Background: an optimization exercise with open tools, aiming at small area, a short achievable clock period and few clock cycles. Do not read the settings as production practice.
In this exercise RTL edits were held to simulation tests only and were not proved equivalent to the original.

==> flow/design.v, too long to show whole: its modules and the start of the top module <==
// module S_BOX1: 91 lines
// module S_BOX2: 91 lines
// module S_BOX3: 91 lines
// module S_BOX4: 91 lines
// module S_BOX5: 91 lines
// module S_BOX6: 91 lines
// module S_BOX7: 91 lines
// module S_BOX8: 91 lines
// module F: 135 lines
// module KEY: 154 lines
// module IOTDF: 677 lines
module IOTDF( clk, rst, in_en, iot_in, fn_sel, busy, valid, iot_out);
  // ...
==> flow/run.sh <==
#!/bin/bash
# synth_recipe.tcl (not shown) runs the flow's synth.tcl, then flattens the netlist and writes it again
# the make line also repeats each setting of config.mk as NAME=value (left out here)
make -C /OpenROAD-flow-scripts/flow DESIGN_CONFIG=/design/flow/config.mk WORK_HOME=/design/flow/orfs CLKGATE_MAP_FILE= SYNTH_SCRIPT=/design/flow/synth_recipe.tcl finish
==> flow/config.mk <==
export PLATFORM = sky130hd
export DESIGN_NAME = IOTDF
export DESIGN_NICKNAME = IOTDF
export VERILOG_FILES = /design/flow/design.v
export SDC_FILE = /design/flow/constraint.sdc
export NUM_CORES = 4
export LEC_CHECK = 0
export CAP_MARGIN = 20
export CORE_MARGIN = 2
export CORE_UTILIZATION = 40
export SETUP_SLACK_MARGIN = 0.3
export SLEW_MARGIN = 20
==> flow/constraint.sdc <==
create_clock -name core_clock -period 7.0 [get_ports {clk}]
set_input_delay 1.4000 -clock core_clock [delete_from_list [all_inputs] [get_ports {clk}]]
set_output_delay 1.4000 -clock core_clock [all_outputs]
set_load 0.01 [all_outputs]
==> impl_metrics.tcl, run 1 <==
set metrics [dict create \
    finalHoldViolCount 0 \
    fin_hold_ws_ns 0.4797 \
    grt.busiest_layer "met2" \
    numClockSinks 566 \
    r2r-end "R_r[24]$_DFFE_PP0P_" \
    crit_buf_inv 3 \
    synth_common_cells "743 x nand2_1, 560 x dfrtp_1, 446 x a21oi_1" \
    clk_pin_slew_ns 0.07 \
    n_antenna_cell 11 \
    clock-root-buffer "clkbuf_16" \
    dp.cells 7266 \
    grtUsageMet3_pct 15.92 \
    fin_skew_ns 0.04800 \
    outcome "finished clean" \
    setup_violations 0 \
    port_buffers 143 \
    drtIter0Drc 10150 \
    tightest_slew_ns 1.286 \
    routed.top_layer "met5" \
    grtUsageMet2_pct 58.02 \
    hp-class "reg2reg" \
    wl_met2_um 107900 \
    post_drt_wl_per_cell_um 36.80 \
]
Testbench counts, summed over its fixed seeds: cycles 16,648.
==> run 2, diff against run 1 <==
--- a/flow/design.v
+++ b/flow/design.v
@@ -1010,686 +1010,497 @@
         PC2[4]  = in_56[14];   
         PC2[3]  = in_56[6];    
         PC2[2]  = in_56[20];   
         PC2[1]  = in_56[27];   
         PC2[0]  = in_56[24];   
     end
 endfunction
 endmodule
-`timescale 1ns/10ps
 module IOTDF( clk, rst, in_en, iot_in, fn_sel, busy, valid, iot_out);
 input          clk;
 input          rst;
 input          in_en;
 input  [7:0]   iot_in;
 input  [2:0]   fn_sel;
 output         busy;
 output         valid;
 output [127:0] iot_out;
-integer i, j;
-localparam ENCRYPT = 3'b001;
-localparam DECRYPT = 3'b010;
-localparam CRC = 3'b011;
-localparam TOP2MAX = 3'b100;
-localparam LAST2MIN = 3'b101;
-localparam BIGGER = 2'd0;
-localparam EQUAL = 2'd1;
-localparam SMALLER = 2'd2;
-reg [7:0] iot_data_r [0:15];
-reg [7:0] iot_in_buff;
-reg in_en_buff;
-reg [2:0]  fn_sel_reg;
-reg busy_buff;
-reg valid_buff;
-reg [63:0] main_key_r;
-reg [31:0] R_r, L_r;
-reg [5:0] counter;
-reg [2:0] crc_r;
-reg  iot_dir_r;
-reg first_round;
-reg start;
-reg [7:0] iot_compareA [0:15];
-reg [7:0] iot_compareB [0:15];
-reg [7:0] counter_compare;
-reg [3:0] compare_addr_rd;
-reg [3:0] counter_addr_rd;
-reg [3:0] counter_addr_wr;
-reg data_wen;
-reg first_en_r;
-reg output_ing, output_end;
-reg [1:0] D_A_r;
-reg [1:0] D_B_r;
-reg en12, en123, en3, en45;
-reg n_counter16;
-reg [7:0] iot_data_r12, iot_data_r3, iot_data_r45;
-reg busy_n;
-reg valid_n;
-wire [7:0] iot_data_msb = iot_data_r[counter_addr_wr];
-reg [5:0] counter_n;
-reg [63:0] plaintext_init;
-reg [63:0] main_key_pre;
-reg [47:0] K1, K2, K3, K4, K5, K6, K7, K8, K9, K10, K11, K12, K13, K14, K15, K16;
-reg [47:0] K1_pre, K16_pre;
-reg [31:0] R1, L1;
-reg [31:0] R_into_F;
-reg [31:0] R_n, L_n;
-reg [31:0] R_F;
-reg [47:0] K_using;
-reg [127:0] iot_out_w;
-reg [55:0] cipher_key_0;
-reg [2:0] crc_n;
-reg [7:0] compare1_n, compare2_n;
-reg [1:0] D_A;
-reg [1:0] D_B;
-reg change1, change2, nochange;
-wire gclk_10, gclk_123, gclk_3, gclk_45;
-wire [127:0] iotA_bus;
-wire [127:0] iotB_bus;
-assign iotA_bus = {iot_compareA[15], iot_compareA[14], iot_compareA[13], iot_compareA[12],
-                   iot_compareA[11], iot_compareA[10], iot_compareA[9],  iot_compareA[8],
-                   iot_compareA[7],  iot_compareA[6],  iot_compareA[5],  iot_compareA[4],
-                   iot_compareA[3],  iot_compareA[2],  iot_compareA[1],  iot_compareA[0]};
-assign iotB_bus = {iot_compareB[15], iot_compareB[14], iot_compareB[13], iot_compareB[12],
-                   iot_compareB[11], iot_compareB[10], iot_compareB[9],  iot_compareB[8],
-                   iot_compareB[7],  iot_compareB[6],  iot_compareB[5],  iot_compareB[4],
-                   iot_compareB[3],  iot_compareB[2],  iot_compareB[1],  iot_compareB[0]};
-assign iot_out = iot_out_w;
-F f0 (
-    .R(R_r),
-    .K(K_using),
-    .F_out(R_F)
-);
-KEY u_key (
-    .main_key(main_key_r),
-    .K1(K1),
-    .K2(K2),
-    .K3(K3),
-    .K4(K4),
-    .K5(K5),
-    .K6(K6),
-    .K7(K7),
-    .K8(K8),
-    .K9(K9),
-    .K10(K10),
-    .K11(K11),
-    .K12(K12),
-    .K13(K13),
-    .K14(K14),
-    .K15(K15),
-    .K16(K16)
-);
-wire [63:0] plaintext = {
-    iot_data_r[7],
-    iot_data_r[6],
-    iot_data_r[5],
-    iot_data_r[4],
-    iot_data_r[3],
-    iot_data_r[2],
-    iot_data_r[1],
-    iot_data_r[0]
-};
-wire [63:0] main_key = {
-    iot_data_r[15],
-    iot_data_r[14],
-    iot_data_r[13],
-    iot_data_r[12],
-    iot_data_r[11],
-    iot_data_r[10],
-    iot_data_r[9],
-    iot_data_r[8]
-};
-assign busy = busy_buff;
-assign valid = valid_buff;
+reg [127:0] A, B, D;
+reg m_des, m_dec, m_crc, m_mm, m_min;
+reg run;
+reg [4:0] cnt;
+reg busy_r, valid_r;
+reg [2:0] blk;
+reg pg, caseY;
+reg oA_a, oA_b, oA_d, oB_a, oB_b, oB_d;
+reg gA, lA, gB, lB;
+reg des_have;
+reg k_lde, k_ldd, k_l1, k_l2, k_r1, k_r2, k_h;
+assign iot_out = A;
+assign busy = busy_r;
+assign valid = valid_r;
+always @(posedge clk) begin
+    m_des <= (fn_sel == 3'd1) | (fn_sel == 3'd2);
+    m_dec <= (fn_sel == 3'd2);
+    m_crc <= (fn_sel == 3'd3);
+    m_mm  <= (fn_sel == 3'd4) | (fn_sel == 3'd5);
+    m_min <= (fn_sel == 3'd5);
+end
+wire adv = run | in_en;
+wire wrap = m_des ? cnt[4] : (cnt[3:0] == 4'd15);
+wire [4:0] cnt_n = adv ? (wrap ? 5'd0 : cnt + 5'd1) : cnt;
 always @(posedge clk or posedge rst) begin
     if (rst) begin
-        iot_in_buff <= 8'd0;
-        in_en_buff <= 1'b0;
-        fn_sel_reg <= 3'b0;
-        busy_buff <= 1'b1;
-        valid_buff <= 1'b0;
-    end
-    else begin
-        if (in_en)
-            iot_in_buff <= iot_in;
-        in_en_buff <= in_en;
-        fn_sel_reg <= fn_sel;
-        busy_buff <= busy_n;
-        valid_buff <= valid_n;
-    end
-end
-assign gclk_10 = clk & en12;
-assign gclk_123 = clk & en123;
-assign gclk_3 = clk & en3;
-assign gclk_45 = clk & en45;
-always @(posedge clk or posedge rst) begin
-    if (rst) begin
-        en12 <= 1'b1;
-        en123 <= 1'b1;
-        en3 <= 1'b1;
-        en45 <= 1'b1;
-    end
-    else begin
-        en12 <= (fn_sel==ENCRYPT || fn_sel==DECRYPT);
-        en123 <= (fn_sel==ENCRYPT || fn_sel==DECRYPT || fn_sel==CRC);
-        en3 <= (fn_sel==CRC);
-        en45 <= (fn_sel_reg==TOP2MAX || fn_sel==LAST2MIN);
-    end
-end
-always @(posedge clk or posedge rst) begin
-    if (rst) begin
-        counter <= 'd0;
-        iot_dir_r <= 1'b0;
-    end
-    else if (en123) begin
-        counter <= counter_n;
-        iot_dir_r <= (!n_counter16) ? ~iot_dir_r : iot_dir_r; 
-    end
-end
-always @(posedge clk or posedge rst) begin
-    if (rst) begin
-        main_key_r <= 56'd0;
-        R_r <= 32'd0;
-        L_r <= 32'd0;
-    end
-    else if (en12) begin
-        main_key_r <= (counter=='d16 || counter=='d33) ? main_key : main_key_r;    
-        R_r <= R_n;
-        L_r <= L_n;
-    end
-end
-always @(posedge clk or posedge rst) begin
-    if (rst) begin
-        crc_r <= 'd0;
-        first_round<=1'b1;
-        start <= 1'b0;
-        n_counter16 <= 1'b1;
-    end
-    else begin
-        crc_r <= crc_n;
-        first_round <= (counter=='d16) ? 1'b0 : first_round;
-        start <= (in_en) ? 1'b1 : start;
-        n_counter16 <= ((counter=='d15) && (fn_sel_reg==CRC)) ? 1'b0 : 1'b1;
-    end
-end
-always @(posedge clk or posedge rst) begin
-    if (rst) begin
-        for (i=0; i<16; i=i+1 ) begin
-            iot_data_r[i] <= 8'd0;
-        end
-    end
-    else if (n_counter16)begin
-        iot_data_r[counter_addr_wr] <= iot_in_buff;
-    end
-end
-always @(*) begin
-    case (fn_sel_reg)
-        ENCRYPT, DECRYPT : counter_addr_wr = (counter[5:0] > 6'd16) ? counter[3:0]-3'd1 : counter[3:0];
-        CRC : counter_addr_wr = (!iot_dir_r) ? counter[3:0] : 4'd15-counter[3:0];
-        TOP2MAX, LAST2MIN : counter_addr_wr = counter_compare[3:0];
-        default : counter_addr_wr = 4'd0;
-    endcase
+        run <= 1'b0;
+        cnt <= 5'd0;
+    end else begin
+        run <= adv;
+        cnt <= cnt_n;
+    end
+end
+always @(posedge clk)
+    D <= {iot_in, D[127:8]};
+wire [7:0] at = ({8{oA_a}} & A[7:0]) | ({8{oA_b}} & B[7:0]) | ({8{oA_d}} & D[7:0]);
+wire [7:0] bt = ({8{oB_a}} & A[7:0]) | ({8{oB_b}} & B[7:0]) | ({8{oB_d}} & D[7:0]);
+wire first = (cnt[3:0] == 4'd0);
+wire gtA = iot_in > at;
+wire ltA = iot_in < at;
+wire gtB = iot_in > bt;
+wire ltB = iot_in < bt;
+wire fgA = gtA | (~ltA & ~first & gA);
+wire flA = ltA | (~gtA & ~first & lA);
+wire fgB = gtB | (~ltB & ~first & gB);
+wire flB = ltB | (~gtB & ~first & lB);
+wire betA = m_min ? flA : fgA;
+wire betB = m_min ? flB : fgB;
+wire dec_t = m_mm & adv & (cnt[3:0] == 4'd15);
+always @(posedge clk) begin
+    gA <= fgA;
+    lA <= flA;
+    gB <= fgB;
+    lB <= flB;
 end
 always @(posedge clk or posedge rst) begin
     if (rst) begin
-        iot_data_r45 <= 8'd0;
-    end
-    else if (en45) begin
-        iot_data_r45 <= iot_in_buff;
-    end
-end
-always @(*) begin
-    case (fn_sel_reg)
-        ENCRYPT, DECRYPT: begin
-            busy_n = (counter[5:0] == 'd13 || counter=='d30);
-            valid_n = (counter == 'd32) ? 1'b1 : 1'b0;
-            iot_out_w = {main_key_r, {final_permutation({L_r, R_r})}};
-        end
-        CRC : begin
-            busy_n = (counter == 'd13) ? 1'b1 : 1'b0;     
-            valid_n = (counter == 'd15 && !first_round) ? 1'b1 : 1'b0;
-            iot_out_w = {125'b0, crc_r};
-        end
-        TOP2MAX, LAST2MIN : begin
-            busy_n = (counter_compare==8'd125 || counter_compare==8'd126 || counter_compare==8'd127) ?1'b1 : 1'b0;
-            valid_n = (counter_compare==8'd128 || counter_compare==8'd130) ? ~valid_buff : valid_buff;
-            iot_out_w = (counter_compare==8'd130) ? iotB_bus : iotA_bus;
-        end
-        default : begin
-            busy_n = 1'b1;
-            valid_n = 1'b0;
-            iot_out_w = 128'd0;
-        end
-    endcase
-end
-always @(*) begin
-    plaintext_init = initial_permutation(plaintext);
-    if (counter == 'd16 || counter == 'd33)     
-        R_n = plaintext_init[31:0];   
-    else if (counter[3:0] == 'd0)
-        R_n = R_r;
-    else
-        R_n = R_F ^ L_r; 
-    if (counter == 'd16 || counter == 'd33)     
-        L_n = plaintext_init[63:32];
-    else if (counter[3:0] == 'd0)
-        L_n = R_F ^ L_r;
-    else
-        L_n = R_r;
-    if (fn_sel_reg == ENCRYPT) begin     
-        case (counter[3:0])
-            4'd1: K_using = K1;
-            4'd2: K_using = K2;
-            4'd3: K_using = K3;
-            4'd4: K_using = K4;
-            4'd5: K_using = K5;
-            4'd6: K_using = K6;
-            4'd7: K_using = K7;
-            4'd8: K_using = K8;
-            4'd9: K_using = K9;
-            4'd10: K_using = K10;
-            4'd11: K_using = K11;
-            4'd12: K_using = K12;
-            4'd13: K_using = K13;
-            4'd14: K_using = K14;
-            4'd15: K_using = K15;
-            4'd0: K_using = K16;
-        endcase
-    end
-    else begin                           
-        case (counter[3:0])
-            4'd1: K_using = K16;
-            4'd2: K_using = K15;
-            4'd3: K_using = K14;
-            4'd4: K_using = K13;
-            4'd5: K_using = K12;
-            4'd6: K_using = K11;
-            4'd7: K_using = K10;
-            4'd8: K_using = K9;
-            4'd9: K_using = K8;
-            4'd10: K_using = K7;
-            4'd11: K_using = K6;
-            4'd12: K_using = K5;
-            4'd13: K_using = K4;
-            4'd14: K_using = K3;
-            4'd15: K_using = K2;
-            4'd0: K_using = K1;
+        {oA_a, oA_b, oA_d, oB_a, oB_b, oB_d} <= 6'd0;
+        blk <= 3'd0;
+        pg <= 1'b0;
+        caseY <= 1'b0;
+    end else if (dec_t) begin
+        blk <= blk + 3'd1;
+        if (blk == 3'd7) begin
+            pg <= 1'b1;
+            caseY <= betA;
+        end
+        case (blk)
+            3'd0: {oA_a, oA_b, oA_d, oB_a, oB_b, oB_d} <= 6'b010_001;
+            3'd1: {oA_a, oA_b, oA_d, oB_a, oB_b, oB_d} <= betB ? 6'b001_010 : 6'b010_001;
+            3'd7: {oA_a, oA_b, oA_d, oB_a, oB_b, oB_d} <= betA ? 6'b001_100 : (betB ? 6'b001_010 : 6'b010_010);
+            default: {oA_a, oA_b, oA_d, oB_a, oB_b, oB_d} <= betA ? 6'b001_100 : (betB ? 6'b100_001 : 6'b100_010);
         endcase
     end
 end
-always @(*) begin
-    counter_n = 'd0;
-    case (fn_sel_reg)
-        ENCRYPT, DECRYPT : begin
-            if (counter == 'd33) 
-                counter_n = 'd17;
-            else if (start) 
-                counter_n = counter + 'd1; 
-        end
-        CRC : begin
-            if (counter == 'd16) 
-                counter_n = 'd0;
-            else if (start)
-                counter_n = counter + 'd1; 
-        end
-    endcase
-end
-always @(*) begin
-    if (counter=='d16) begin
-        crc_n = 3'd0;
-    end
-    else if (counter == 'd15) begin
-        crc_n[2] = crc_r[1] ^ crc_r[0] ^ iot_data_msb[6] ^ iot_data_msb[5] ^ iot_data_msb[3] ^ iot_data_msb[2] ^ iot_data_msb[0];
-        crc_n[1] = crc_r[2] ^ crc_r[1] ^ iot_data_msb[7] ^ iot_data_msb[6] ^ iot_data_msb[4] ^ iot_data_msb[3] ^ iot_data_msb[1] ^ iot_data_msb[0];
-        crc_n[0] = 1'b0;
-    end
-    else begin 
-        crc_n[2] = crc_r[1] ^ crc_r[0] ^ iot_data_msb[6] ^ iot_data_msb[5] ^ iot_data_msb[3] ^ iot_data_msb[2];     
-        crc_n[1] = crc_r[2] ^ crc_r[1] ^ iot_data_msb[7] ^ iot_data_msb[6] ^ iot_data_msb[4] ^ iot_data_msb[3] ^ iot_data_msb[1];
-        crc_n[0] = iot_data_msb[0];
-    end
-end
-always @(posedge clk or posedge rst) begin
-    if (rst) begin
-        for (i=0; i<16; i=i+1) begin
-            iot_compareA[i] <= 8'd0;
-            iot_compareB[i] <= 8'd0;
-        end
-    end
-    else if (en45) begin
-        if(output_ing) begin
-            for (i=0; i<16; i=i+1) begin
-                iot_compareA[i] <= iot_compareA[i];
-                iot_compareB[i] <= iot_compareB[i];
-            end
-        end
-        if (counter_compare==8'd0)begin
-            for (i=0; i<16; i=i+1) begin
-                iot_compareA[i] <= (fn_sel_reg==TOP2MAX) ? 8'd0 : 8'hff;
-                iot_compareB[i] <= (fn_sel_reg==TOP2MAX) ? 8'd0 : 8'hff;
-            end
-        end
-        else if (counter_compare[3:0]==4'd0) begin
-            if (nochange) begin
-                for (i=0; i<16; i=i+1) begin
-                    iot_compareA[i] <= iot_compareA[i];             
-                    iot_compareB[i] <= iot_compareB[i];     
-                end    
-            end
-            else if (change2) begin
-                for (i=0; i<16; i=i+1) begin
-                    iot_compareA[i] <= iot_data_r[i];                
-                    iot_compareB[i] <= iot_compareA[i];                
-                end
-            end
-            else begin
-                for (i=0; i<16; i=i+1) begin
-                    iot_compareA[i] <= iot_compareA[i];                
-                    iot_compareB[i] <= iot_data_r[i];                
-                end
-            end
-        end
-    end
-end
+always @(posedge clk)
+    B <= {bt, B[127:8]};
+wire [63:0] RL = IPf(A[63:0]);
+wire [31:0] Rr = RL[63:32];
+wire [31:0] Lr = RL[31:0];
+wire [55:0] ck = PC1f(A[127:64]);
+wire [27:0] Cc = ck[55:28];
+wire [27:0] Dc = ck[27:0];
+wire [47:0] K = PC2f(ck);
+wire [31:0] fo;
+F f0 (.R(Rr), .K(K), .F_out(fo));
+wire [63:0] ipt = IPf(D[63:0]);
+wire [63:0] lr_next = k_ldd | k_lde ? FPf({ipt[31:0], ipt[63:32]}) : FPf({Lr ^ fo, Rr});
+wire [55:0] ckD = PC1f(D[127:64]);
+wire [55:0] ck_next =
+      ({56{k_ldd}} & ckD)
+    | ({56{k_lde}} & {ckD[54:28], ckD[55], ckD[26:0], ckD[27]})
+    | ({56{k_l1}}  & {Cc[26:0], Cc[27], Dc[26:0], Dc[27]})
+    | ({56{k_l2}}  & {Cc[25:0], Cc[27:26], Dc[25:0], Dc[27:26]})
+    | ({56{k_r1}}  & {Cc[0], Cc[27:1], Dc[0], Dc[27:1]})
+    | ({56{k_r2}}  & {Cc[1:0], Cc[27:2], Dc[1:0], Dc[27:2]})
+    | ({56{k_h}}   & ck);
+wire [63:0] par_mask = 64'h0101010101010101;
+wire [63:0] key_next = invPC1(ck_next) | (par_mask & ((k_ldd | k_lde) ? D[127:64] : A[127:64]));
+wire [3:0] c4 = cnt_n[3:0];
+wire ks1 = (c4 == 4'd0) | (c4 == 4'd7) | (c4 == 4'd14);
+wire ke15 = (c4 == 4'd15);
 always @(posedge clk or posedge rst) begin
     if (rst) begin
-        D_A_r <= BIGGER;
-        D_B_r <= BIGGER;
-    end
-    else begin
-        if (D_A==BIGGER || (D_A==EQUAL&&D_A_r==BIGGER))
-            D_A_r <= BIGGER;
-        else if (D_A==EQUAL && D_A_r==EQUAL) 
-            D_A_r <= EQUAL;
-        else
-            D_A_r <= SMALLER;
-        if (D_B==BIGGER || (D_B==EQUAL&&D_B_r==BIGGER))
-            D_B_r <= BIGGER;
-        else if (D_B==EQUAL && D_B_r==EQUAL) 
-            D_B_r <= EQUAL;
-        else
-            D_B_r <= SMALLER;
-    end
-end
-always @(posedge clk or posedge rst) begin
-    if (rst) begin
-        counter_compare <= 8'd0;
-        first_en_r <= 1'b0;
-        output_ing <= 1'd0;
-        output_end <= 1'd0;
-        compare_addr_rd <= 4'd0;
-    end
-    else if (en45) begin
-        first_en_r <= (in_en) ? in_en : first_en_r;          
-        if (first_en_r)
-            counter_compare <= (counter_compare==8'd130) ? 'd0 : counter_compare + 'd1;
-        output_ing <= (counter_compare==8'd128) ? 1'b1 : 1'b0;
-        output_end <= (counter_compare==8'd129) ? 1'b1 : 1'b0;
-        compare_addr_rd <= counter_compare[3:0];
-    end
+        des_have <= 1'b0;
+        busy_r <= 1'b0;
+        valid_r <= 1'b0;
+    end else begin
+        if (m_des & cnt[4])
+            des_have <= 1'b1;
+        busy_r <= m_des & (cnt_n == 5'd15);
+        valid_r <= m_mm ? dec_t & (((blk == 3'd7) & ~betA) | ((blk == 3'd0) & pg) | ((blk == 3'd1) & pg & caseY))
+                 : m_crc ? (cnt[3:0] == 4'd15)
+                 : m_des & des_have & (cnt == 5'd15);
+    end
+end
+always @(posedge clk) begin
+    k_ldd <= m_des & m_dec & cnt_n[4];
+    k_lde <= m_des & ~m_dec & cnt_n[4];
+    k_l1 <= ~m_dec & ~cnt_n[4] & ks1;
+    k_l2 <= ~m_dec & ~cnt_n[4] & ~ks1 & ~ke15;
+    k_h  <= ~m_dec & ~cnt_n[4] & ke15;
+    k_r1 <= m_dec & ~cnt_n[4] & (ks1 | ke15);
+    k_r2 <= m_dec & ~cnt_n[4] & ~ks1 & ~ke15;
+end
+wire [1:0] crc_next = (first ? 2'b00 : A[2:1]) ^ crcf(cnt[3:0], iot_in);
+always @(posedge clk) begin
+    if (m_des)
+        A <= {key_next, lr_next};
+    else if (m_crc)
+        A <= {8'd0, A[127:11], crc_next, A[8]};
+    else
+        A <= {at, A[127:8]};
 end
-always @(*) begin
-    D_A = (iot_data_r45>iot_compareA[compare_addr_rd]) ? BIGGER : (iot_data_r45==iot_compareA[compare_addr_rd]) ? EQUAL : SMALLER;
-    D_B = (iot_data_r45>iot_compareB[compare_addr_rd]) ? BIGGER : (iot_data_r45==iot_compareB[compare_addr_rd]) ? EQUAL : SMALLER;
-    if (fn_sel_reg == TOP2MAX) begin
-        change2 = (D_A==BIGGER) || (D_A==EQUAL&&D_A_r==BIGGER);
-        nochange = (D_B==SMALLER) || (D_B==EQUAL&&D_B_r==SMALLER);
-        change1 = ~(change2 | nochange);
+function [63:0] IPf;
+    input [63:0] x;
+    begin
+        IPf[0] = x[57];
+        IPf[1] = x[49];
+        IPf[2] = x[41];
+        IPf[3] = x[33];
+        IPf[4] = x[25];
+        IPf[5] = x[17];
+        IPf[6] = x[9];
+        IPf[7] = x[1];
+        IPf[8] = x[59];
+        IPf[9] = x[51];
+        IPf[10] = x[43];
+        IPf[11] = x[35];
+        IPf[12] = x[27];
+        IPf[13] = x[19];
+        IPf[14] = x[11];
+        IPf[15] = x[3];
+        IPf[16] = x[61];
+        IPf[17] = x[53];
+        IPf[18] = x[45];
+        IPf[19] = x[37];
+        IPf[20] = x[29];
+        IPf[21] = x[21];
+        IPf[22] = x[13];
+        IPf[23] = x[5];
+        IPf[24] = x[63];
+        IPf[25] = x[55];
+        IPf[26] = x[47];
+        IPf[27] = x[39];
+        IPf[28] = x[31];
+        IPf[29] = x[23];
+        IPf[30] = x[15];
+        IPf[31] = x[7];
+        IPf[32] = x[56];
+        IPf[33] = x[48];
+        IPf[34] = x[40];
+        IPf[35] = x[32];
+        IPf[36] = x[24];
+        IPf[37] = x[16];
+        IPf[38] = x[8];
+        IPf[39] = x[0];
+        IPf[40] = x[58];
+        IPf[41] = x[50];
+        IPf[42] = x[42];
+        IPf[43] = x[34];
+        IPf[44] = x[26];
+        IPf[45] = x[18];
+        IPf[46] = x[10];
+        IPf[47] = x[2];
+        IPf[48] = x[60];
+        IPf[49] = x[52];
+        IPf[50] = x[44];
+        IPf[51] = x[36];
+        IPf[52] = x[28];
+        IPf[53] = x[20];
+        IPf[54] = x[12];
+        IPf[55] = x[4];
+        IPf[56] = x[62];
+        IPf[57] = x[54];
+        IPf[58] = x[46];
+        IPf[59] = x[38];
+        IPf[60] = x[30];
+        IPf[61] = x[22];
+        IPf[62] = x[14];
+        IPf[63] = x[6];
     end
-    else begin
-        change2 = (D_A==SMALLER) || (D_A==EQUAL&&D_A_r==SMALLER);
-        nochange = (D_B==BIGGER) || (D_B==EQUAL&&D_B_r==BIGGER);
-        change1 = ~(change2 | nochange);
+endfunction
+function [63:0] FPf;
+    input [63:0] x;
+    begin
+        FPf[0] = x[39];
+        FPf[1] = x[7];
+        FPf[2] = x[47];
+        FPf[3] = x[15];
+        FPf[4] = x[55];
+        FPf[5] = x[23];
+        FPf[6] = x[63];
+        FPf[7] = x[31];
+        FPf[8] = x[38];
+        FPf[9] = x[6];
+        FPf[10] = x[46];
+        FPf[11] = x[14];
+        FPf[12] = x[54];
+        FPf[13] = x[22];
+        FPf[14] = x[62];
+        FPf[15] = x[30];
+        FPf[16] = x[37];
+        FPf[17] = x[5];
+        FPf[18] = x[45];
+        FPf[19] = x[13];
+        FPf[20] = x[53];
+        FPf[21] = x[21];
+        FPf[22] = x[61];
+        FPf[23] = x[29];
+        FPf[24] = x[36];
+        FPf[25] = x[4];
+        FPf[26] = x[44];
+        FPf[27] = x[12];
+        FPf[28] = x[52];
+        FPf[29] = x[20];
+        FPf[30] = x[60];
+        FPf[31] = x[28];
+        FPf[32] = x[35];
+        FPf[33] = x[3];
+        FPf[34] = x[43];
+        FPf[35] = x[11];
+        FPf[36] = x[51];
+        FPf[37] = x[19];
+        FPf[38] = x[59];
+        FPf[39] = x[27];
+        FPf[40] = x[34];
+        FPf[41] = x[2];
+        FPf[42] = x[42];
+        FPf[43] = x[10];
+        FPf[44] = x[50];
+        FPf[45] = x[18];
+        FPf[46] = x[58];
+        FPf[47] = x[26];
+        FPf[48] = x[33];
+        FPf[49] = x[1];
+        FPf[50] = x[41];
+        FPf[51] = x[9];
+        FPf[52] = x[49];
+        FPf[53] = x[17];
+        FPf[54] = x[57];
+        FPf[55] = x[25];
+        FPf[56] = x[32];
+        FPf[57] = x[0];
+        FPf[58] = x[40];
+        FPf[59] = x[8];
+        FPf[60] = x[48];
+        FPf[61] = x[16];
+        FPf[62] = x[56];
+        FPf[63] = x[24];
     end
-end
-function [63:0] initial_permutation; 
-    input [63:0] in_64; 
+endfunction
+function [55:0] PC1f;
+    input [63:0] x;
     begin
-        initial_permutation[63] = in_64[6];
-        initial_permutation[62] = in_64[14];
-        initial_permutation[61] = in_64[22];
-        initial_permutation[60] = in_64[30];
-        initial_permutation[59] = in_64[38];
-        initial_permutation[58] = in_64[46];
-        initial_permutation[57] = in_64[54];
-        initial_permutation[56] = in_64[62];
-        initial_permutation[55] = in_64[4];
-        initial_permutation[54] = in_64[12];
-        initial_permutation[53] = in_64[20];
-        initial_permutation[52] = in_64[28];
-        initial_permutation[51] = in_64[36];
-        initial_permutation[50] = in_64[44];
-        initial_permutation[49] = in_64[52];
-        initial_permutation[48] = in_64[60];
-        initial_permutation[47] = in_64[2];
-        initial_permutation[46] = in_64[10];
-        initial_permutation[45] = in_64[18];
-        initial_permutation[44] = in_64[26];
-        initial_permutation[43] = in_64[34];
-        initial_permutation[42] = in_64[42];
-        initial_permutation[41] = in_64[50];
-        initial_permutation[40] = in_64[58];
-        initial_permutation[39] = in_64[0];
-        initial_permutation[38] = in_64[8];
-        initial_permutation[37] = in_64[16];
-        initial_permutation[36] = in_64[24];
-        initial_permutation[35] = in_64[32];
-        initial_permutation[34] = in_64[40];
-        initial_permutation[33] = in_64[48];
-        initial_permutation[32] = in_64[56];
-        initial_permutation[31] = in_64[7];
-        initial_permutation[30] = in_64[15];
-        initial_permutation[29] = in_64[23];
-        initial_permutation[28] = in_64[31];
-        initial_permutation[27] = in_64[39];
-        initial_permutation[26] = in_64[47];
-        initial_permutation[25] = in_64[55];
-        initial_permutation[24] = in_64[63];
-        initial_permutation[23] = in_64[5];
-        initial_permutation[22] = in_64[13];
-        initial_permutation[21] = in_64[21];
-        initial_permutation[20] = in_64[29];
-        initial_permutation[19] = in_64[37];
-        initial_permutation[18] = in_64[45];
-        initial_permutation[17] = in_64[53];
-        initial_permutation[16] = in_64[61];
-        initial_permutation[15] = in_64[3];
-        initial_permutation[14] = in_64[11];
-        initial_permutation[13] = in_64[19];
-        initial_permutation[12] = in_64[27];
-        initial_permutation[11] = in_64[35];
-        initial_permutation[10] = in_64[43];
-        initial_permutation[9]  = in_64[51];
-        initial_permutation[8]  = in_64[59];
-        initial_permutation[7]  = in_64[1];
-        initial_permutation[6]  = in_64[9];
-        initial_permutation[5]  = in_64[17];
-        initial_permutation[4]  = in_64[25];
-        initial_permutation[3]  = in_64[33];
-        initial_permutation[2]  = in_64[41];
-        initial_permutation[1]  = in_64[49];
-        initial_permutation[0]  = in_64[57];
+        PC1f[0] = x[60];
+        PC1f[1] = x[52];
+        PC1f[2] = x[44];
+        PC1f[3] = x[36];
+        PC1f[4] = x[59];
+        PC1f[5] = x[51];
+        PC1f[6] = x[43];
+        PC1f[7] = x[35];
+        PC1f[8] = x[27];
+        PC1f[9] = x[19];
+        PC1f[10] = x[11];
+        PC1f[11] = x[3];
+        PC1f[12] = x[58];
+        PC1f[13] = x[50];
+        PC1f[14] = x[42];
+        PC1f[15] = x[34];
+        PC1f[16] = x[26];
+        PC1f[17] = x[18];
+        PC1f[18] = x[10];
+        PC1f[19] = x[2];
+        PC1f[20] = x[57];
+        PC1f[21] = x[49];
+        PC1f[22] = x[41];
+        PC1f[23] = x[33];
+        PC1f[24] = x[25];
+        PC1f[25] = x[17];
+        PC1f[26] = x[9];
+        PC1f[27] = x[1];
+        PC1f[28] = x[28];
+        PC1f[29] = x[20];
+        PC1f[30] = x[12];
+        PC1f[31] = x[4];
+        PC1f[32] = x[61];
+        PC1f[33] = x[53];
+        PC1f[34] = x[45];
+        PC1f[35] = x[37];
+        PC1f[36] = x[29];
+        PC1f[37] = x[21];
+        PC1f[38] = x[13];
+        PC1f[39] = x[5];
+        PC1f[40] = x[62];
+        PC1f[41] = x[54];
+        PC1f[42] = x[46];
+        PC1f[43] = x[38];
+        PC1f[44] = x[30];
+        PC1f[45] = x[22];
+        PC1f[46] = x[14];
+        PC1f[47] = x[6];
+        PC1f[48] = x[63];
+        PC1f[49] = x[55];
+        PC1f[50] = x[47];
+        PC1f[51] = x[39];
+        PC1f[52] = x[31];
+        PC1f[53] = x[23];
+        PC1f[54] = x[15];
+        PC1f[55] = x[7];
     end
 endfunction
-function [63:0] final_permutation;
-    input [63:0] in_64; 
+function [47:0] PC2f;
+    input [55:0] x;
     begin
-        final_permutation[63] = in_64[24];
-        final_permutation[62] = in_64[56];
-        final_permutation[61] = in_64[16];
-        final_permutation[60] = in_64[48];
-        final_permutation[59] = in_64[8];
-        final_permutation[58] = in_64[40];
-        final_permutation[57] = in_64[0];
-        final_permutation[56] = in_64[32];
-        final_permutation[55] = in_64[25];
-        final_permutation[54] = in_64[57];
-        final_permutation[53] = in_64[17];
-        final_permutation[52] = in_64[49];
-        final_permutation[51] = in_64[9];
-        final_permutation[50] = in_64[41];
-        final_permutation[49] = in_64[1];
-        final_permutation[48] = in_64[33];
-        final_permutation[47] = in_64[26];
-        final_permutation[46] = in_64[58];
-        final_permutation[45] = in_64[18];
-        final_permutation[44] = in_64[50];
-        final_permutation[43] = in_64[10];
-        final_permutation[42] = in_64[42];
-        final_permutation[41] = in_64[2];
-        final_permutation[40] = in_64[34];
-        final_permutation[39] = in_64[27];
-        final_permutation[38] = in_64[59];
-        final_permutation[37] = in_64[19];
-        final_permutation[36] = in_64[51];
-        final_permutation[35] = in_64[11];
-        final_permutation[34] = in_64[43];
-        final_permutation[33] = in_64[3];
-        final_permutation[32] = in_64[35];
-        final_permutation[31] = in_64[28];
-        final_permutation[30] = in_64[60];
-        final_permutation[29] = in_64[20];
-        final_permutation[28] = in_64[52];
-        final_permutation[27] = in_64[12];
-        final_permutation[26] = in_64[44];
-        final_permutation[25] = in_64[4];
-        final_permutation[24] = in_64[36];
-        final_permutation[23] = in_64[29];
-        final_permutation[22] = in_64[61];
-        final_permutation[21] = in_64[21];
-        final_permutation[20] = in_64[53];
-        final_permutation[19] = in_64[13];
-        final_permutation[18] = in_64[45];
-        final_permutation[17] = in_64[5];
-        final_permutation[16] = in_64[37];
-        final_permutation[15] = in_64[30];
-        final_permutation[14] = in_64[62];
-        final_permutation[13] = in_64[22];
-        final_permutation[12] = in_64[54];
-        final_permutation[11] = in_64[14];
-        final_permutation[10] = in_64[46];
-        final_permutation[9]  = in_64[6];
-        final_permutation[8]  = in_64[38];
-        final_permutation[7]  = in_64[31];
-        final_permutation[6]  = in_64[63];
-        final_permutation[5]  = in_64[23];
-        final_permutation[4]  = in_64[55];
-        final_permutation[3]  = in_64[15];
-        final_permutation[2]  = in_64[47];
-        final_permutation[1]  = in_64[7];
-        final_permutation[0]  = in_64[39];
+        PC2f[0] = x[24];
+        PC2f[1] = x[27];
+        PC2f[2] = x[20];
+        PC2f[3] = x[6];
+        PC2f[4] = x[14];
+        PC2f[5] = x[10];
+        PC2f[6] = x[3];
+        PC2f[7] = x[22];
+        PC2f[8] = x[0];
+        PC2f[9] = x[17];
+        PC2f[10] = x[7];
+        PC2f[11] = x[12];
+        PC2f[12] = x[8];
+        PC2f[13] = x[23];
+        PC2f[14] = x[11];
+        PC2f[15] = x[5];
+        PC2f[16] = x[16];
+        PC2f[17] = x[26];
+        PC2f[18] = x[1];
+        PC2f[19] = x[9];
+        PC2f[20] = x[19];
+        PC2f[21] = x[25];
+        PC2f[22] = x[4];
+        PC2f[23] = x[15];
+        PC2f[24] = x[54];
+        PC2f[25] = x[43];
+        PC2f[26] = x[36];
+        PC2f[27] = x[29];
+        PC2f[28] = x[49];
+        PC2f[29] = x[40];
+        PC2f[30] = x[48];
+        PC2f[31] = x[30];
+        PC2f[32] = x[52];
+        PC2f[33] = x[44];
+        PC2f[34] = x[37];
+        PC2f[35] = x[33];
+        PC2f[36] = x[46];
+        PC2f[37] = x[35];
+        PC2f[38] = x[50];
+        PC2f[39] = x[41];
+        PC2f[40] = x[28];
+        PC2f[41] = x[53];
+        PC2f[42] = x[51];
+        PC2f[43] = x[55];
+        PC2f[44] = x[32];
+        PC2f[45] = x[45];
+        PC2f[46] = x[39];
+        PC2f[47] = x[42];
     end
 endfunction
-function [55:0] PC1; 
-    input [63:0] in_64;
+function [63:0] invPC1;
+    input [55:0] x;
     begin
-        PC1[55] = in_64[7];
-        PC1[54] = in_64[15];
-        PC1[53] = in_64[23];
-        PC1[52] = in_64[31];
-        PC1[51] = in_64[39];
-        PC1[50] = in_64[47];
-        PC1[49] = in_64[55];
-        PC1[48] = in_64[63];
-        PC1[47] = in_64[6];
-        PC1[46] = in_64[14];
-        PC1[45] = in_64[22];
-        PC1[44] = in_64[30];
-        PC1[43] = in_64[38];
-        PC1[42] = in_64[46];
-        PC1[41] = in_64[54];
-        PC1[40] = in_64[62];
-        PC1[39] = in_64[5];
-        PC1[38] = in_64[13];
-        PC1[37] = in_64[21];
-        PC1[36] = in_64[29];
-        PC1[35] = in_64[37];
-        PC1[34] = in_64[45];
-        PC1[33] = in_64[53];
-        PC1[32] = in_64[61];
-        PC1[31] = in_64[4];
-        PC1[30] = in_64[12];
-        PC1[29] = in_64[20];
-        PC1[28] = in_64[28];
-        PC1[27] = in_64[1];
-        PC1[26] = in_64[9];
-        PC1[25] = in_64[17];
-        PC1[24] = in_64[25];
-        PC1[23] = in_64[33];
-        PC1[22] = in_64[41];
-        PC1[21] = in_64[49];
-        PC1[20] = in_64[57];
-        PC1[19] = in_64[2];
-        PC1[18] = in_64[10];
-        PC1[17] = in_64[18];
-        PC1[16] = in_64[26];
-        PC1[15] = in_64[34];
-        PC1[14] = in_64[42];
-        PC1[13] = in_64[50];
-        PC1[12] = in_64[58];
-        PC1[11] = in_64[3];
-        PC1[10] = in_64[11];
-        PC1[9]  = in_64[19];
-        PC1[8]  = in_64[27];
-        PC1[7]  = in_64[35];
-        PC1[6]  = in_64[43];
-        PC1[5]  = in_64[51];
-        PC1[4]  = in_64[59];
-        PC1[3]  = in_64[36];
-        PC1[2]  = in_64[44];
-        PC1[1]  = in_64[52];
-        PC1[0]  = in_64[60];
+        invPC1[0] = 1'b0;
+        invPC1[1] = x[27];
+        invPC1[2] = x[19];
+        invPC1[3] = x[11];
+        invPC1[4] = x[31];
+        invPC1[5] = x[39];
+        invPC1[6] = x[47];
+        invPC1[7] = x[55];
+        invPC1[8] = 1'b0;
+        invPC1[9] = x[26];
+        invPC1[10] = x[18];
+        invPC1[11] = x[10];
+        invPC1[12] = x[30];
+        invPC1[13] = x[38];
+        invPC1[14] = x[46];
+        invPC1[15] = x[54];
+        invPC1[16] = 1'b0;
+        invPC1[17] = x[25];
+        invPC1[18] = x[17];
+        invPC1[19] = x[9];
+        invPC1[20] = x[29];
+        invPC1[21] = x[37];
+        invPC1[22] = x[45];
+        invPC1[23] = x[53];
+        invPC1[24] = 1'b0;
+        invPC1[25] = x[24];
+        invPC1[26] = x[16];
+        invPC1[27] = x[8];
+        invPC1[28] = x[28];
+        invPC1[29] = x[36];
+        invPC1[30] = x[44];
+        invPC1[31] = x[52];
+        invPC1[32] = 1'b0;
+        invPC1[33] = x[23];
+        invPC1[34] = x[15];
+        invPC1[35] = x[7];
+        invPC1[36] = x[3];
+        invPC1[37] = x[35];
+        invPC1[38] = x[43];
+        invPC1[39] = x[51];
+        invPC1[40] = 1'b0;
+        invPC1[41] = x[22];
+        invPC1[42] = x[14];
+        invPC1[43] = x[6];
+        invPC1[44] = x[2];
+        invPC1[45] = x[34];
+        invPC1[46] = x[42];
+        invPC1[47] = x[50];
+        invPC1[48] = 1'b0;
+        invPC1[49] = x[21];
+        invPC1[50] = x[13];
+        invPC1[51] = x[5];
+        invPC1[52] = x[1];
+        invPC1[53] = x[33];
+        invPC1[54] = x[41];
+        invPC1[55] = x[49];
+        invPC1[56] = 1'b0;
+        invPC1[57] = x[20];
+        invPC1[58] = x[12];
+        invPC1[59] = x[4];
+        invPC1[60] = x[0];
+        invPC1[61] = x[32];
+        invPC1[62] = x[40];
+        invPC1[63] = x[48];
     end
 endfunction
-function [47:0] PC2;
-    input [55:0] in_56;
+function [1:0] crcf;
+    input [3:0] p;
+    input [7:0] b;
     begin
-        PC2[47] = in_56[42];   
-        PC2[46] = in_56[39];   
-        PC2[45] = in_56[45];   
-        PC2[44] = in_56[32];   
-        PC2[43] = in_56[55];   
-        PC2[42] = in_56[51];   
-        PC2[41] = in_56[53];   
-        PC2[40] = in_56[28];   
-        PC2[39] = in_56[41];   
-        PC2[38] = in_56[50];   
-        PC2[37] = in_56[35];   
-        PC2[36] = in_56[46];   
-        PC2[35] = in_56[33];   
-        PC2[34] = in_56[37];   
-        PC2[33] = in_56[44];   
-        PC2[32] = in_56[52];   
-        PC2[31] = in_56[30];   
-        PC2[30] = in_56[48];   
-        PC2[29] = in_56[40];   
-        PC2[28] = in_56[49];   
-        PC2[27] = in_56[29];   
-        PC2[26] = in_56[36];   
-        PC2[25] = in_56[43];   
-        PC2[24] = in_56[54];   
-        PC2[23] = in_56[15];   
-        PC2[22] = in_56[4];    
-        PC2[21] = in_56[25];   
-        PC2[20] = in_56[19];   
-        PC2[19] = in_56[9];    
-        PC2[18] = in_56[1];    
-        PC2[17] = in_56[26];   
-        PC2[16] = in_56[16];   
-        PC2[15] = in_56[5];    
-        PC2[14] = in_56[11];   
-        PC2[13] = in_56[23];   
-        PC2[12] = in_56[8];    
-        PC2[11] = in_56[12];   
-        PC2[10] = in_56[7];    
-        PC2[9]  = in_56[17];   
-        PC2[8]  = in_56[0];    
-        PC2[7]  = in_56[22];   
-        PC2[6]  = in_56[3];    
-        PC2[5]  = in_56[10];   
-        PC2[4]  = in_56[14];   
-        PC2[3]  = in_56[6];    
-        PC2[2]  = in_56[20];   
-        PC2[1]  = in_56[27];   
-        PC2[0]  = in_56[24];   
+        case (p)
+            4'd0: crcf = {^(b & 8'd109), ^(b & 8'd219)};
+            4'd1: crcf = {^(b & 8'd219), ^(b & 8'd182)};
+            4'd2: crcf = {^(b & 8'd182), ^(b & 8'd109)};
+            4'd3: crcf = {^(b & 8'd109), ^(b & 8'd219)};
+            4'd4: crcf = {^(b & 8'd219), ^(b & 8'd182)};
+            4'd5: crcf = {^(b & 8'd182), ^(b & 8'd109)};
+            4'd6: crcf = {^(b & 8'd109), ^(b & 8'd219)};
+            4'd7: crcf = {^(b & 8'd219), ^(b & 8'd182)};
+            4'd8: crcf = {^(b & 8'd182), ^(b & 8'd109)};
+            4'd9: crcf = {^(b & 8'd109), ^(b & 8'd219)};
+            4'd10: crcf = {^(b & 8'd219), ^(b & 8'd182)};
+            4'd11: crcf = {^(b & 8'd182), ^(b & 8'd109)};
+            4'd12: crcf = {^(b & 8'd109), ^(b & 8'd219)};
+            4'd13: crcf = {^(b & 8'd219), ^(b & 8'd182)};
+            4'd14: crcf = {^(b & 8'd182), ^(b & 8'd109)};
+            4'd15: crcf = {^(b & 8'd109), ^(b & 8'd219)};
+        endcase
     end
 endfunction
 endmodule
==> flow/config.mk (replaced) <==
export PLATFORM = sky130hd
export DESIGN_NAME = IOTDF
export DESIGN_NICKNAME = IOTDF
export VERILOG_FILES = /design/flow/design.v
export SDC_FILE = /design/flow/constraint.sdc
export NUM_CORES = 4
export LEC_CHECK = 0
export CAP_MARGIN = 20
export CORE_MARGIN = 2
export CORE_UTILIZATION = 40
export SETUP_SLACK_MARGIN = 4.0
export SLEW_MARGIN = 20
==> run 2 against run 1 <==
Still clean. Die area shrank 59%. Synthesized cell count shrank 66%. Critical path depth shrank 9. Final cell count shrank 62%. Largest cell class unchanged.
==> impl_metrics.tcl, run 2 <==
set metrics [dict create \
    post-route-period-util_pct 43.11 \
    antenna_found_initial 2 \
    crit_required_ns 7.48 \
    tritoncts "yes" \
    slew_headroom_pct 30.72 \
    port_buffers 143 \
    end_kind "register" \
    slew_viol_final 0 \
    final_cell_mix "278 x dfxtp_1, 241 x nand2_1, 116 x a22oi_1, 101 x nor2_1, 88 x clkdlybuf4s50_1" \
    slowest_stage "dfxtp_4" \
    synth-edff-count 8 \
    setup_violations 0 \
    ys_warn_count 19 \
    slowest_delay_ns 0.47 \
    synth_cells 2039 \
    pre_cts_slack_ns 3.254 \
    ys_types 80 \
    rows 81 \
    numClockSinks 420 \
    dieWidth_um 225.4 \
    start_util_pct 40.31 \
    grtUsageMet2_pct 39.45 \
    final.setup.tns_ns 0 \
    use_met1_pct 33.87 \
    path_delay_family "compound AO/OA/AOI/OAI gates" \
    final_common_cell "dfxtp_1" \
    post_drt_wl_per_cell_um 23.00 \
    syn_avg_cell_area_um2 9.616 \
    routed_wl_um 64360 \
    tightest_slew_ns 1.036 \
    max_freq_ghz 0.3314 \
    antenna_left 0 \
    hp-class "reg2reg" \
    dieArea_mm2 0.05081 \
    rrSetupSlack_ns 3.98 \
    ys_ff_latch 420 \
    startpoint_type "register" \
    routabilityCongestion 0.8991 \
    n_antenna_cell 0 \
    grt_use_total_pct 24.91 \
    path_cells "xor2_4 -> ha_1 -> inv_1 -> maj3_1 -> a221oi_1 -> o221ai_1 -> xor2_1 -> a21oi_1 -> a31oi_1" \
    crit_start "A[125]$_DFF_P_" \
    grt.busiest_layer "met2" \
    syn2layout_area_growth_pct 22.25 \
    async_flop_share_pct 4.762 \
    grt_max_degree 80 \
    synth_seq_area_share_pct 43.80 \
    synth_top_area_share_pct 40.02 \
    die_h_um 225.4 \
    yosysMostFrequentCell "dfxtp_1" \
    core_area_mm2 0.04865 \
    grtUsageMet3_pct 5.007 \
    outcome "finished clean" \
    largestRegisters "A: 128 flops, B: 128 flops, D: 128 flops" \
    worstHoldStart "B[20]$_DFF_P_" \
    finalHoldViolCount 0 \
    hold_depth 0 \
    maxCapViolations 0 \
    synth_ff_type "dfxtp_1" \
    n_fill_cell 4493 \
    yosys.area.top_type "dfxtp_1" \
    final_util_pct 49.27 \
    cts_inserted_buffers 44 \
    grt_pass1_wl_um 97260 \
    setup_ws_ns 3.982 \
    clockBufferDepth 3 \
    crit_buf_inv 1 \
    hold_end "B[12]$_DFF_P_" \
    synth_area_mm2 0.01961 \
    r2r-end "A[2]$_DFF_P_" \
    viasPerCell 5.941 \
    clk-insertion-delay-late_ns 0.60 \
    clock-root-buffer "clkbuf_16" \
    synthTopCellsByArea "dfxtp_1 40%, ha_1 5.4%, nand2_1 4.6%, a22oi_1 4.4%, mux4_2 3.7%" \
    synth_common_cells "392 x dfxtp_1, 242 x nand2_1, 116 x a22oi_1" \
    min_period_ns 3.018 \
    cp.arrival_ns 3.50 \
    clk_pin_slew_ns 0.07 \
    fin_skew_ns 0.03249 \
    cts_max_level 2 \
    drive_gt1_share_pct 18.06 \
    first_global_vias 15490 \
    vias 16620 \
    rsz0062_at_grt "yes" \
    nets 2243 \
    crit_type "reg2reg" \
    place_hpwl_um 43720 \
    critPathMaxFanout 12 \
    placed_cell_area_mm2 0.02132 \
    syn_nets 2138 \
    io_pins 144 \
    drtIter0Drc 1879 \
    cp.depth 9 \
    final_design_area_no_fill_mm2 0.02397 \
    r2r_cells 9 \
    drt-pass1-iter-count 8 \
    rr_startpoint "A[125]$_DFF_P_" \
    drc 0 \
    grt_overflow 0 \
]
-- run 2: worst register-to-register path: stages, from the launching register on --
cell      delay [ns]
dfxtp_4         0.47
xor2_4          0.37
ha_1            0.37
inv_1           0.14
maj3_1          0.36
a221oi_1        0.37
o221ai_1        0.30
xor2_1          0.21
a21oi_1         0.26
a31oi_1         0.06
-- run 2: cell type report --
class / count / area (µm²) / share of cell area, %
flip-flops and latches: 420 / 8907 / 37.16
multi-input cells: 1388 / 10460 / 43.65
repair buffers: 221 / 2067 / 8.623
well taps: 622 / 778.2 / 3.247
clock buffers: 59 / 1237 / 5.162
inverters: 69 / 260.3 / 1.086
clock inverters: 19 / 257.7 / 1.075
-- run 2: worst max-delay path by stage --
stage / end
after floorplan: oB_d$_DFFE_PP0P_
after global placement: oB_d$_DFFE_PP0P_
after detailed placement: oB_b$_DFFE_PP0P_
after CTS: iot_out[106]
after global routing: A[2]$_DFF_P_
final: A[2]$_DFF_P_
-- run 2: stage by stage --
stage | cells | hold slack [ns]
2_1_floorplan | 2039 | 0.3096
3_3_place_gp | 2662 | 0.3101
3_5_place_dp | 2662 | 0.3121
4_1_cts | 2785 | 0.3203
5_1_grt | 2798 | 0.3258
6_report | 2798 | 0.3202
-- run 2: per-layer routing --
layer / wire length, µm / up-vias
met5: 0 / -
met4: 2015 / 0
met3: 5279 / 100
met2: 29560 / 709
met1: 27510 / 8169
li1: - / 7646
-- run 2: repair_timing --
action,4_1_cts,5_1_grt
endpoints found under the hold margin,0,0
pin swaps,7,5
gates resized for setup,230,52
setup buffers,45,12
setup endpoints to repair,140,44
hold buffers,0,0
-- run 2: kinds of logic (layout without fill, tap and decap cells) --
group                      Yosys count  in the layout  share of synthesized area (%)
AOI/OAI and AO/OA                  541            541                          19.49
and+or+nand+nor                    524            524                          11.93
DFF                                420            420                          43.80
buffers and inverters              231            368                          4.767
xor gates and xnor gates           129            129                          6.643
muxes                              108            108                          7.894
adders and majority gates           86             86                          5.475
Testbench counts of run 2, summed over its fixed seeds: cycles 16,352.
==> run 3, diff against run 2 <==
--- a/flow/config.mk
+++ b/flow/config.mk
@@ -8,5 +8,5 @@
 export CAP_MARGIN = 20
 export CORE_MARGIN = 2
 export CORE_UTILIZATION = 40
-export SETUP_SLACK_MARGIN = 4.0
+export SETUP_SLACK_MARGIN = 4.8
 export SLEW_MARGIN = 20
==> run 3 against run 2 <==
Sequential cell count unchanged. Critical path type unchanged. First-iteration DRC count increased by 19%. Critical path depth increased by 1. Die area unchanged. Clock-buffer cell count rose by 9. Area after synthesis stayed put. Via count rose by 11%. Still clean on timing, DRC and antenna.
==> impl_metrics.tcl, run 3 <==
set metrics [dict create \
    syn_nets 2138 \
    final_common_cell "buf_4" \
    die_h_um 225.4 \
    rsz0062_at_grt "yes" \
    tightest_slew_ns 1.288 \
    drt-pass1-iter-count 7 \
    synth_ff_type "dfxtp_1" \
    post-route-period-util_pct 38.40 \
    grt_max_degree 82 \
    slew_headroom_pct 13.51 \
    rows 81 \
    r2r_cells 10 \
    dieWidth_um 225.4 \
    maxCapViolations 0 \
    ys_warn_count 19 \
    synthTopCellsByArea "dfxtp_1 40%, ha_1 5.4%, nand2_1 4.6%, a22oi_1 4.4%, mux4_2 3.7%" \
    clockBufferDepth 3 \
    worstHoldStart "B[20]$_DFF_P_" \
    final.setup.tns_ns 0 \
    numClockSinks 420 \
    hold_end "B[12]$_DFF_P_" \
    placed_cell_area_mm2 0.02202 \
    synth_seq_area_share_pct 43.80 \
    rrSetupSlack_ns 4.31 \
    critPathMaxFanout 7 \
    routabilityCongestion 0.8862 \
    r2r-end "oB_b$_DFFE_PP0P_" \
    syn2layout_area_growth_pct 48.52 \
    fin_skew_ns 0.04189 \
    crit_required_ns 7.52 \
    finalHoldViolCount 0 \
    synth_cells 2039 \
    slew_viol_final 0 \
    grt_overflow 0 \
    vias 18490 \
    crit_type "reg2reg" \
    yosysMostFrequentCell "dfxtp_1" \
    antenna_found_initial 3 \
    core_area_mm2 0.04865 \
    largestRegisters "A: 128 flops, B: 128 flops, D: 128 flops" \
    rr_startpoint "oB_a$_DFFE_PP0P_" \
    ys_types 80 \
    final_cell_mix "322 x buf_4, 265 x dfxtp_1, 234 x nand2_1, 169 x buf_6, 116 x a22oi_1" \
    hold_depth 0 \
    place_hpwl_um 44610 \
    viasPerCell 5.895 \
    drc 0 \
    start_util_pct 40.31 \
    cts_inserted_buffers 44 \
    post_drt_wl_per_cell_um 23.42 \
    first_global_vias 17590 \
    cts_max_level 2 \
    hp-class "reg2reg" \
    synth_common_cells "392 x dfxtp_1, 242 x nand2_1, 116 x a22oi_1" \
    synth_top_area_share_pct 40.02 \
    setup_violations 0 \
    grt_use_total_pct 28.00 \
    cp.arrival_ns 3.20 \
    antenna_left 0 \
    clock-root-buffer "clkbuf_16" \
    grt_pass1_wl_um 108800 \
    syn_avg_cell_area_um2 9.616 \
    tritoncts "yes" \
    cts_hold_buf 0 \
    drive_gt1_share_pct 42.10 \
    max_freq_ghz 0.3720 \
    async_flop_share_pct 4.762 \
    clk_pin_slew_ns 0.07 \
    synth-edff-count 8 \
    dieArea_mm2 0.05081 \
    final_design_area_no_fill_mm2 0.02912 \
    synth_area_mm2 0.01961 \
    end_kind "register" \
    outcome "finished clean" \
    ys_ff_latch 420 \
    final_cells 3136 \
    clk-insertion-delay-late_ns 0.61 \
    nets 2576 \
    port_buffers 143 \
    routed_wl_um 73440 \
    dp.cells 2658 \
    min_period_ns 2.688 \
    yosys.area.top_type "dfxtp_1" \
    drtIter0Drc 2228 \
    startpoint_type "register" \
    io_pins 144 \
]
run 3: routing by layer:
metal / wire length (µm) / vias to the layer above / part of all wire, % / track usage [%]
met1: 29740 / 9041 / 41 / 36.67
li1: - / 8324 / - / -
met3: 6074 / 218 / 8.3 / 5.228
met5: 29 / - / 0.039 / 0
met4: 4263 / 2 / 5.8 / 13.74
met2: 33330 / 902 / 45 / 44.40
run 3: how the worst max path moves through the flow:
stage                     startpoint          endpoint
floorplan                  iot_in[1]  oB_b$_DFFE_PP0P_
global placement           iot_in[6]  oA_d$_DFFE_PP0P_
detailed placement         iot_in[6]  oB_b$_DFFE_PP0P_
CTS                   A[107]$_DFF_P_      iot_out[107]
global route        oB_a$_DFFE_PP0P_  oB_b$_DFFE_PP0P_
finish              oB_a$_DFFE_PP0P_  oB_b$_DFFE_PP0P_
run 3: cell families (layout without fill, tap and decap cells):
logic type	after synthesis	count (layout)	synth area share (%)
AOI/OAI and AO/OA	541	541	19.49
and+or+nand+nor	524	525	11.93
DFF	420	420	43.80
buffers and inverters	231	703	4.767
xor gates and xnor gates	129	130	6.643
muxes	108	108	7.894
adders and majority gates	86	86	5.475
other	0	1	0
run 3: critical path, stage by stage, from the launching register on:
cell and delay, ns:
dfrtp_2 0.46, buf_4 0.16, a222oi_1 0.33, buf_4 0.22, ha_4 0.22, a21oi_1 0.24, a21oi_2 0.11, o21ai_2 0.22
mux2i_4 0.13, or3b_4 0.39, a31oi_1 0.13
run 3: final cells by class:
| class | count | area, µm² |
|---|---|---|
| Clock inverter | 14 | 148.9 |
| Antenna cell | 1 | 2.502 |
| Tap cell | 622 | 778.2 |
| Sequential cell | 420 | 9037 |
| Multi-Input combinational cell | 1390 | 12210 |
| Timing Repair Buffer | 552 | 5269 |
| Inverter | 69 | 344.1 |
| Fill cell | 3912 | 19530 |
| Clock buffer | 68 | 1334 |
run 3: timing repair:
action                                 in CTS  in global routing
endpoints found under the hold margin       0                  0
gates resized for setup                  1148                112
setup endpoints to repair                 280                215
buffers inserted                          315                 78
pin swaps                                 118                 94
cloned                                      0                  2
run 3: per-stage QoR:
step	setup slack, ns	hold slack [ns]	util (%)
after floorplan	4.116	0.3096	-
after global placement	3.274	0.3101	45.24
after detailed placement	3.217	0.3121	45.26
after CTS	4.345	0.3236	57.49
after global routing	4.278	0.3274	59.86
final	4.312	0.3201	59.86
==> run 4, diff against run 3 <==
--- a/flow/config.mk
+++ b/flow/config.mk
@@ -8,5 +8,5 @@
 export CAP_MARGIN = 20
 export CORE_MARGIN = 2
 export CORE_UTILIZATION = 40
-export SETUP_SLACK_MARGIN = 4.8
+export SETUP_SLACK_MARGIN = 0.3
 export SLEW_MARGIN = 20
==> run 4 against run 3 <==
Die area is the same. Critical path depth shrank 1. Synthesized cell count unchanged. Worst setup slack worse by 1.0 ns. Via count is 12% lower. Clock-buffer cell count is 6 lower. Critical path type unchanged. Area after synthesis did not move. Fmax fell by 27%. Final cell count is 13% lower. Still clean on timing, DRC and antenna.
==> impl_metrics.tcl, run 4 <==
set metrics [dict create \
    nets 2186 \
    routed_wl_um 62850 \
    dieArea_mm2 0.05081 \
    rr_startpoint "A[101]$_DFF_P_" \
    crit_required_ns 7.48 \
    endpoint "A[14]$_DFF_P_" \
    synth_ff_type "dfxtp_1" \
    path_cells "xnor2_1 -> inv_1 -> ha_1 -> inv_1 -> mux4_2 -> mux4_2 -> xnor2_1 -> a21oi_1 -> a21o_1" \
    synth_common_cells "392 x dfxtp_1, 242 x nand2_1, 116 x a22oi_1" \
    n_fill_cell 4558 \
    startpoint_type "register" \
    synth-edff-count 8 \
    die_h_um 225.4 \
    final.setup.tns_ns 0 \
    r2r_cells 9 \
    slowest_delay_ns 0.88 \
    viasPerCell 5.961 \
    n_antenna_cell 0 \
    r2r-end "A[14]$_DFF_P_" \
    cts_resized 0 \
    synth_cells 2039 \
    finalHoldViolCount 0 \
    post-route-period-util_pct 52.95 \
    rsz0062_at_grt "no" \
    slew_viol_final 0 \
    io_pins 144 \
    post_drt_wl_per_cell_um 22.91 \
    drive_gt1_share_pct 9.425 \
    ys_types 80 \
    fin_skew_ns 0.02753 \
    port_buffers 143 \
    cts_hold_buf 0 \
    final_design_area_no_fill_mm2 0.02292 \
    cp.arrival_ns 4.19 \
    tightest_slew_ns 1.173 \
    yosysMostFrequentCell "dfxtp_1" \
    critPathMaxFanout 14 \
    ys_ff_latch 420 \
    rrSetupSlack_ns 3.29 \
    async_flop_share_pct 4.762 \
    cts_max_level 2 \
    syn2layout_area_growth_pct 16.92 \
    min_period_ns 3.707 \
    clk_pin_slew_ns 0.06 \
    clock-root-buffer "clkbuf_16" \
    numClockSinks 420 \
    start_util_pct 40.31 \
    drc 0 \
    dp.cells 2661 \
    yosys.area.top_type "dfxtp_1" \
    antenna_found_initial 0 \
    final_cell_mix "385 x dfxtp_1, 242 x nand2_1, 143 x clkdlybuf4s50_1, 116 x a22oi_1, 103 x nor2_1" \
    syn_nets 2138 \
    hp-class "reg2reg" \
    slew_headroom_pct 21.25 \
    grt_pass1_wl_um 94930 \
    drtIter0Drc 1898 \
    ys_warn_count 19 \
    cts_inserted_buffers 46 \
    maxCapViolations 0 \
    largestRegisters "A: 128 flops, B: 128 flops, D: 128 flops" \
    placed_cell_area_mm2 0.02130 \
    synth_top_area_share_pct 40.02 \
    clockBufferDepth 3 \
    post_cts_buffers 0 \
    routabilityCongestion 0.8904 \
    max_freq_ghz 0.2698 \
    grt_max_degree 72 \
    end_kind "register" \
    final_cells 2744 \
    antenna_left 0 \
    grt_use_total_pct 24.25 \
    setup_violations 0 \
    vias 16360 \
    grt_overflow 0 \
    first_global_vias 15270 \
    tritoncts "yes" \
    syn_avg_cell_area_um2 9.616 \
    slowest_stage "xnor2_1" \
    crit_type "reg2reg" \
    place_hpwl_um 43620 \
    final_common_cell "dfxtp_1" \
    core_area_mm2 0.04865 \
    clk-insertion-delay-late_ns 0.60 \
    crit_start "A[101]$_DFF_P_" \
    synth_area_mm2 0.01961 \
    drt-pass1-iter-count 10 \
    outcome "finished clean" \
    rows 81 \
    synth_seq_area_share_pct 43.80 \
    synthTopCellsByArea "dfxtp_1 40%, ha_1 5.4%, nand2_1 4.6%, a22oi_1 4.4%, mux4_2 3.7%" \
    dieWidth_um 225.4 \
]
-- run 4: cell counts after synthesis --
No cell type changed its count.
-- run 4: how the worst min path moves through the flow --
stage	from	to	slack, ns	depth (start not counted)
after global routing	B[127]$_DFF_P_	B[119]$_DFF_P_	0.33	0
after CTS	B[48]$_DFF_P_	B[40]$_DFF_P_	0.32	0
after global placement	B[92]$_DFF_P_	B[84]$_DFF_P_	0.31	0
after floorplan	B[8]$_DFF_P_	B[0]$_DFF_P_	0.31	0
final	B[48]$_DFF_P_	B[40]$_DFF_P_	0.32	0
after detailed placement	B[23]$_DFF_P_	B[15]$_DFF_P_	0.31	0
-- run 4: through the flow --
step | hold slack, ns | worst slack, ns | utilization, %
detailed placement | 0.3121 | 3.081 | 43.79
global placement | 0.3096 | 3.282 | 43.79
floorplan | 0.3096 | 3.880 | -
finish | 0.3220 | 3.293 | 47.12
global route | 0.3270 | 3.076 | 47.12
CTS | 0.3246 | 3.323 | 47.03
-- run 4: critical path, delay by kind of cell (launching register included) --
| kind | cells | cell delay (ns) |
|---|---|---|
| xor+xnor | 2 | 1.04 |
| mux | 2 | 0.94 |
| fa+ha+maj | 1 | 0.49 |
| flops | 1 | 0.42 |
| buf+inv | 2 | 0.42 |
| compound gates | 2 | 0.27 |
-- run 4: cells by family (layout without fill, tap and decap cells) --
kind of cell	after synthesis	after routing	share of synthesized area, %
AO/OA/AOI/OAI	541	541	19.49
AND/OR/NAND/NOR	524	524	11.93
flip-flops	420	420	43.80
buffers and inverters	231	314	4.767
XOR/XNOR	129	129	6.643
multiplexers	108	108	7.894
adder cells (fa/ha/maj)	86	86	5.475
-- run 4: area by class of cell --
class                   count  area [µm²]  share of cell area, %
repair buffers            162        1574                  6.866
inverters                  69       260.3                  1.135
clock inverters            21       252.7                  1.102
flip-flops and latches    420        8600                  37.51
well taps                 622       778.2                  3.395
multi-input cells        1388       10140                  44.22
clock buffers              62        1323                  5.769
-- run 4: metal layers --
layer,wire (µm),track usage [%],part of all wire (%),vias to the layer above
met5,0,0,0,-
li1,-,-,-,7529
met3,4391,3.494,7.0,122
met1,27740,33.60,44,8005
met2,28570,38.23,45,701
met4,2148,9.229,3.4,0

## what the ideal ports hide
How much do the figures lean on ideal ports? The routed layouts below were timed once more, with nothing changed but the port constraints. Step 1, drivers: a clkbuf_16 drives clk and a buf_2 each remaining input, both assumed. Step 2 adds t to the input delays and takes it off the output delays; t is the mean of the earliest and latest rising clock arrival at the registers after step 1. Input paths then give back, and output paths get back, about the clock's delay inside the block. Three values: ideal, step 1, step 2; two values: the first two.
| run | t (ns) | setup WS [ns] | latest minus earliest clock arrival (ns) | worst data-port slew with drivers (ns) |
|---|---|---|---|---|
| run 1 | 0.739 | 0.574 / 0.574 / 0.574 | 0.049 / 0.048 | 0.04 |
| run 2 | 0.639 | 3.982 / 3.939 / 3.497 | 0.032 / 0.033 | 0.03 |
| run 3 | 0.643 | 4.312 / 4.312 / 3.768 | 0.043 / 0.043 | 0.06 |
| run 4 | 0.643 | 3.293 / 3.293 / 3.026 | 0.031 / 0.031 | 0.04 |
After both steps setup and hold are still met in every run listed. For run 3, which loses most, drivers alone change the setup slack by 0.000 ns; drivers and shift together by -0.544 ns.
